What follows belongs to an exercise in optimizing a design on an open flow for small area; a production flow would make more cautious choices. Function was checked by simulation only, so behaviour that the tests miss may differ from the original. Power is estimated from default activity; no workload was simulated.

==> flow/design.v <==
`timescale 1ns/10ps
module CannyEdge(dAddrRegRow, dAddrRegCol, bWE, bCE, InData, OutData,
	OPMode, bOPEnable, dReadReg, dWriteReg,	clk, rst_b);
input 	[2:0]			dAddrRegRow, dAddrRegCol;
input				bWE, bCE;
input 	[8-1:0] 	InData;
output 	[8-1:0] 	OutData;
reg     [8-1:0] 	OutData;
input 	[2:0]			OPMode;
input 				bOPEnable;
input 	[3:0]			dReadReg, dWriteReg;
input				clk, rst_b;
reg 	[8-1:0]	regX[0:24];	 
reg 	[8-1:0]	regY[0:24];	 
reg 	[8-1:0]	regZ[0:24];	 
wire 	[8-1:0]	gf[0:24];	 
reg signed [31:0] sobel_x [0:8];
reg signed [31:0] sobel_y [0:8];
reg 	[8-1:0]	Out_gf, Out_gradient, Out_direction, Out_bThres;
parameter 			dThresHigh = 15;
parameter			dThresLow = 10;
reg 		[31:0]		tpSum;
reg		[1:0]		IntSignal;
reg signed 	[31:0] 		Gx, Gy, fGx, fGy;
reg signed	[1:0]		dx, dy;
wire signed [31:0] abs_Gx;
wire signed [31:0] abs_Gy;
assign gf[0] =1;  assign gf[1] =3;  assign gf[2]=4;   assign gf[3]=3;   assign gf[4]=1;
assign gf[5] =3;  assign gf[6] =7;  assign gf[7]=10;  assign gf[8]=7;   assign gf[9]=3;
assign gf[10]=4;  assign gf[11]=10; assign gf[12]=16; assign gf[13]=10; assign gf[14]=4;
assign gf[15]=3;  assign gf[16]=7;  assign gf[17]=10; assign gf[18]=7;  assign gf[19]=3;
assign gf[20]=1;  assign gf[21]=3;  assign gf[22]=4;  assign gf[23]=3;  assign gf[24]=1;
assign 	abs_Gx = (Gx < 0) ? -Gx : Gx;
assign	abs_Gy = (Gy < 0) ? -Gy : Gy;
always @(posedge clk or negedge rst_b)
begin
	if(!rst_b) begin
		IntSignal <= 2'b00;
	end
	else if(bCE==1'b0 && bWE==1'b0) 
	begin
		if(dWriteReg == 0)
			regX[dAddrRegRow*5+dAddrRegCol] <= InData;
		else if (dWriteReg == 1)
            regY[dAddrRegRow*5 + dAddrRegCol] <= InData;
        else if (dWriteReg == 2)
            regZ[dAddrRegRow*5 + dAddrRegCol] <= InData;
	end
	else if(bCE==1'b0 && bWE==1'b1)
	begin
		if(dReadReg == 0)
			OutData <= Out_gf;
		else if (dReadReg == 1)
            OutData <= Out_gradient;
        else if (dReadReg == 2)
            OutData <= Out_direction;
        else if (dReadReg == 3)
            OutData <= regX[dAddrRegRow*5 + dAddrRegCol];
        else if (dReadReg == 4)
            OutData <= Out_bThres;
	end
	else
	begin
	if(bOPEnable==1'b0)
	begin
		if(OPMode == 0)
		begin
			if(IntSignal == 2'b00)	begin
				tpSum <= gf[0]*regX[0]+gf[1]*regX[1]+gf[2]*regX[2]+gf[3]*regX[3]+
						 gf[4]*regX[4]+gf[5]*regX[5]+gf[6]*regX[6]+gf[7]*regX[7]+
						 gf[8]*regX[8]+gf[9]*regX[9]+gf[10]*regX[10]+gf[11]*regX[11]+
						 gf[12]*regX[12]+gf[13]*regX[13]+gf[14]*regX[14]+gf[15]*regX[15]+
						 gf[16]*regX[16]+gf[17]*regX[17]+gf[18]*regX[18]+gf[19]*regX[19]+
						 gf[20]*regX[20]+gf[21]*regX[21]+gf[22]*regX[22]+gf[23]*regX[23]+
						 gf[24]*regX[24];
				IntSignal <= 2'b01;
			end
			else if(IntSignal == 2'b01) begin
				Out_gf <= tpSum >> 7;
				tpSum  <= tpSum;
				IntSignal <= IntSignal;
			end
			else begin
				Out_gf <= Out_gf;
				IntSignal <= IntSignal;
				tpSum <= 0;
			end
		end
		else if(OPMode == 1)
		begin
			if(IntSignal == 2'b00)	begin
				Gx <= regX[0]*-1 + regX[1]*0 + regX[2]*1 +
				      regX[5]*-2 + regX[6]*0 + regX[7]*2 +
				      regX[10]*-1 + regX[11]*0 + regX[12]*1;
				Gy <= regX[0]*1 + regX[1]*2 + regX[2]*1 +
				      regX[5]*0 + regX[6]*0 + regX[7]*0 +
				      regX[10]*-1 + regX[11]*-2 + regX[12]*-1;
				IntSignal <= 2'b01;
			end
			else if(IntSignal == 2'b01) begin
				Out_gradient <= (abs_Gx + abs_Gy) >> 3;
				IntSignal <= 2'b10;
			end	
			else if(IntSignal == 2'b10) begin
				if(Gy < 0)
				begin
					fGx <= -Gx;
					fGy <= -Gy;
				end
				else
				begin
					fGx <= Gx;
					fGy <= Gy;
				end
				IntSignal <= 2'b11;
			end
			else if(IntSignal == 2'b11) begin
				if(fGx >=0)
				begin
				Out_direction <= (fGy <= (fGx >> 1)) ? 0 : (fGy > ((5*fGx) >> 1)) ? 90 : 45;
				end
				else  
				begin
				Out_direction <= (fGy <= -(fGx >>> 1)) ? 0 : (fGy > -(5*fGx >>> 1)) ? 90 : 135;
				end
				IntSignal <= IntSignal;
			end
		end
		else if(OPMode == 2)
		begin
			if(IntSignal == 2'b00) begin
				if(regY[6] == 8'd0)begin
					dx <= 1; dy <= 0;
				end
				else if(regY[6] == 8'd45)begin
					dx <= 1; dy <= -1;
				end				
				else if(regY[6] == 8'd90)begin
					dx <= 0; dy <= 1;
				end				
				else if(regY[6] == 8'd135)begin
					dx <= -1; dy <= -1;
				end
				IntSignal <= 2'b01;
			end
			else if(IntSignal == 2'b01) begin
				if((regX[6] >= regX[6+dx+(5*dy)])&&(regX[6] >= regX[6-dx-(5*dy)]))
				begin
					regX[6+dx+(5*dy)] <= 0;
					regX[6-dx-(5*dy)] <= 0;	 
				end
				else
				begin
					regX[6] <= 0;
				end
				IntSignal <= IntSignal;
			end
		end
		else if(OPMode == 3)
		begin
			if(IntSignal == 2'b00) begin
				case (regY[6])
                        0: begin dx <= 1; dy <= 0; end
                        45: begin dx <= 1; dy <= -1; end
                        90: begin dx <= 0; dy <= 1; end
                        135: begin dx <= -1; dy <= -1; end
                endcase
				IntSignal <= 2'b01;
			end	
			else if(IntSignal == 2'b01) begin
				if(regX[6] >= dThresHigh)		 
					Out_bThres <= 1;
				else if(regX[6] <= dThresLow)		 
					Out_bThres <= 0;
				else					 
				begin
					if(regX[6-5*dy-dx] >= dThresHigh || regX[6+5*dy+dx] >= dThresHigh)
						Out_bThres <= 1;
					else if(regZ[6-5*dy-dx] == 1 || regZ[6+5*dy+dx] == 1)
						Out_bThres <= 1;
					else
						Out_bThres <= 0;
				end
				IntSignal <= IntSignal;
			end
		end
	end	
	else
		IntSignal <= 2'b00;
	end  
end
endmodule
==> flow/run.sh <==
#!/bin/bash
# synth_recipe.tcl (not shown) runs the flow's synth.tcl, then flattens the netlist and writes it again
# the make line also repeats each setting of config.mk as NAME=value (left out here)
make -C /OpenROAD-flow-scripts/flow DESIGN_CONFIG=/design/flow/config.mk WORK_HOME=/design/flow/orfs CLKGATE_MAP_FILE= SYNTH_SCRIPT=/design/flow/synth_recipe.tcl finish
==> flow/config.mk <==
export PLATFORM = sky130hd
export DESIGN_NAME = CannyEdge
export DESIGN_NICKNAME = CannyEdge
export VERILOG_FILES = /design/flow/design.v
export SDC_FILE = /design/flow/constraint.sdc
export NUM_CORES = 4
export LEC_CHECK = 0
export CAP_MARGIN = 20
export CORE_MARGIN = 2
export CORE_UTILIZATION = 40
export SLEW_MARGIN = 20
==> flow/constraint.sdc <==
create_clock -name core_clock -period 12.0 [get_ports {clk}]
set_input_delay 2.4000 -clock core_clock [delete_from_list [all_inputs] [get_ports {clk}]]
set_output_delay 2.4000 -clock core_clock [all_outputs]
set_load 0.01 [all_outputs]
==> flow_metrics.tcl <==
set metrics [dict create \
    status "finished clean" \
    drv_slew 0 \
    grt_max_degree 65 \
    clk_latency_ps 710 \
    post-route-drc-count 0 \
    ys.flop_type "edfxtp_1" \
    core.rowCount 140 \
    ant_nets 0 \
    cts_tree "done" \
    synthArstFlopShare 0.003442 \
    cts_buffers 68 \
    path_depth 33 \
    ys_ff_latch 581 \
    seq_area_mm2 0.01744 \
    die_y_um 387.2 \
    arrival_ps 10780 \
    tightestPinTransition_ps 1334 \
    peakVddDrop_mv 0.09090 \
    dr_total_vias 45110 \
    post_cts_buffers 0 \
    setup_viol 0 \
    io_buffers 37 \
    initial_utilization 0.4030 \
    dr.first_iter.drc_count 5350 \
    nets 6881 \
    place_area_mm2 0.06245 \
    max_slew_margin 0.1016 \
    worst_path_largest_cell_delay_ps 720 \
    wl_met3_mm 22.41 \
    rsz0062_at_grt "no" \
    die_x_um 387.2 \
    crit_required_ps 12440 \
    p_sw_frac 0.2813 \
    met1_length_mm 93.19 \
    syn_nets 6749 \
    critical_path.max_fanout 8 \
    path_clk_slew_ps 60 \
    worstRegToRegCells 33 \
    n_fill_cell 13730 \
    leakage_uw 0.02728 \
    power_density_mw_per_mm2 77.84 \
    grt_usage 0.3130 \
    path_class "reg -> reg" \
    dieArea_mm2 0.1499 \
    fmax_ghz 0.09665 \
    hold_buffers 0 \
    p_clk_frac 0.422 \
    gr-total-overflow 0 \
    syn_inst 5441 \
    finClkSkew_ps 47.44 \
    synth_cell_type_count 91 \
    ios 38 \
    finalHoldViolCount 0 \
    hold_depth 0 \
    hpwlAfterDp_mm 186.6 \
    yosys_warnings 4 \
    drive_above_1_share 0.06363 \
    route.met2.wl_mm 102.4 \
    finalSetupTns_ps 0 \
    htreeDepth 3 \
    p_int_uw 3624 \
    synth.yosys.seq_area_share 0.2969 \
    areaGrowthSynthToFinish_pct 10.29 \
    grt_pass1_wl_mm 333.9 \
    start_kind "flip-flop" \
    gp_congestion 1.054 \
    synth_edf_count 579 \
    layout_commonest_cell "inv_1" \
    hold_class "reg -> reg" \
    grt_pass1_vias 46080 \
    switching_power_uw 1418 \
    multiInputGateArea_mm2 0.03723 \
    clockBufferDepth 3 \
    path_buf_inv 6 \
    seq_power_share 0.445 \
    fin_crit_ps 10350 \
    root_buffer "clkbuf_16" \
    wirelength_mm 235.4 \
    syn_area_mm2 0.05873 \
    cts-resized-gates 0 \
    comb_power_share 0.132 \
    core_mm2 0.1457 \
    cap_violations 0 \
    cts_sinks 581 \
    endpoint_kind "flip-flop" \
    avgViaCountPerCell 5.975 \
    cp_top_family "adder cells" \
    layout_common_cells "inv_1 (1048), fa_1 (721), edfxtp_1 (579), ha_1 (556), nand2_1 (238)" \
    timing.final.crit_share 0.8622 \
    fin_area_mm2 0.06477 \
    antenna_found_initial 16 \
    syn_avg_cell_area_um2 10.79 \
    routedWlPerCell_um 31.18 \
    cp_slowest_cell "fa_1" \
    dr.max_layer_used "met5" \
    crit_top_cell "fa_1" \
    drt_pass1_iterations 9 \
]
==> synth_stat cells (15+ instances only) <==
cell type	n	area (um2)
nand4_1	80	500.5
or3_1	29	181.4
fa_1	722	14450
nor4_1	17	106.4
clkbuf_1	95	356.6
a211oi_1	42	315.3
o22ai_1	38	237.7
nand3_1	94	470.5
o41ai_1	15	131.4
o31ai_1	38	285.3
a22o_1	25	219.0
nor2b_1	53	331.6
o21bai_1	30	225.2
and3_1	29	181.4
edfxtp_1	579	17390
o2111ai_1	16	140.1
inv_1	1049	3938
a21oi_1	201	1006
nor3_1	101	505.5
a31oi_1	35	219.0
ha_1	556	6957
a221oi_1	64	560.5
buf_2	15	75.07
mux2i_1	15	150.1
nand2b_1	50	312.8
o211ai_1	24	180.2
xnor2_1	222	1944
nor2_1	194	728.2
a21o_1	100	750.7
xor2_1	48	420.4
a222oi_1	42	420.4
o21ai_0	202	1011
nand2_1	238	893.4
and2_1	20	125.1
o21a_1	45	337.8
a22oi_1	124	930.9
==> power groups by stage <==
| stage | sequential [uW] | clock (uW) | combinational [uW] |
|---|---|---|---|
| after global routing | 2240 | 2230 | 705 |
| after global placement | 2290 | 0 | 635 |
| after CTS | 2250 | 2150 | 640 |
| after floorplan | 2290 | 0 | 345 |
| after detailed placement | 2290 | 0 | 638 |
| final | 2250 | 2130 | 667 |
==> worst reg2reg max path: cells and delay by family (launching register included) <==
family / cells / cell delay [ps]
AOI/OAI and AO/OA: 11 / 2690
xor gates and xnor gates: 1 / 80
adders and majority gates: 12 / 5870
buffers and inverters: 6 / 490
DFF: 1 / 590
and+or+nand+nor: 3 / 380
==> per-stage QoR <==
stage | hold WS (ps) | power [uW] | setup WS, ps | util | cells
floorplan | 400.3 | 2632 | 2724 | - | 5441
global placement | 410.5 | 2923 | 1709 | 0.4285 | 7417
detailed placement | 414.4 | 2926 | 1750 | 0.4285 | 7418
CTS | 424.3 | 5038 | 1676 | 0.4440 | 7541
global route | 440.5 | 5176 | 941.9 | 0.4443 | 7543
finish | 422.1 | 5042 | 1653 | 0.4445 | 7550
==> final timing paths <==
kind,start,endpoint,slack (ps)
setup / recovery,regX[5][2],Gx[29],1650
hold / removal,tpSum[12],Out_gf[5],420
setup reg to reg,regX[5][2],Gx[29],1650
hold reg to reg,tpSum[12],Out_gf[5],420
max in group asynchronous,rst_b,IntSignal[0],9840
min in group asynchronous,rst_b,IntSignal[1],1950
==> sequential cells by signal (all words and copies together), names as in the netlist, 32 cells and up <==
name / flops
regX: 200
regZ: 200
Gx: 32
Gy: 32
fGx: 32
fGy: 32
==> logic make-up (layout without fill, tap and decap cells) <==
group | Yosys count | after routing | share of synthesized area
buffers and inverters | 1173 | 1358 | 0.07544
multiplexers | 19 | 19 | 0.003515
other | 0 | 7 | 0
flip-flops | 581 | 581 | 0.2969
AO/OA/AOI/OAI | 1134 | 1134 | 0.1333
XOR/XNOR | 273 | 273 | 0.04110
adder cells (fa/ha/maj) | 1278 | 1278 | 0.3646
AND/OR/NAND/NOR | 983 | 983 | 0.08520
==> cell type report <==
| class | count | share of cell area |
|---|---|---|
| clock inverter | 46 | 0.008093 |
| inverter | 1049 | 0.06079 |
| multi-input combinational | 3687 | 0.5748 |
| clock buffer | 77 | 0.02679 |
| antenna | 7 | 0.0002704 |
| timing repair buffer | 186 | 0.02301 |
| tap | 1917 | 0.03703 |
| sequential | 581 | 0.2692 |
==> metal layers <==
layer / vias to the layer above / global-route usage
li1: 19190 / -
met1: 22730 / 0.3997
met2: 2427 / 0.4779
met3: 748 / 0.07959
met4: 20 / 0.1903
met5: - / 0

## separate check: timing with driven ports
The flow's constraints put no driver on any port. The routed layout listed below was extracted and timed again, unchanged, in two steps. Step 1: set_driving_cell puts a clkbuf_16 on clk and a buf_2 on each other input, an assumption about the parent block. Step 2 moves the port delays by t, midway between the first and last clock arrival at a register: inputs arrive t later, outputs are due t later. That takes back most of the time a late clock gives input paths. a / b / c = no drivers / after step 1 / after step 2; a / b = the first two.
shift t [ns]: 0.764
setup slack, ns: 1.653 / 1.653 / 1.653
hold slack, ns: 0.422 / 0.422 / 0.422
clock arrival spread, ns: 0.048 / 0.049
worst slew at a driven data input, ns: 0.09
After both steps setup and hold are still met in this run. For this run, drivers alone change the setup slack by 0.000 ns; drivers and shift together by 0.000 ns.
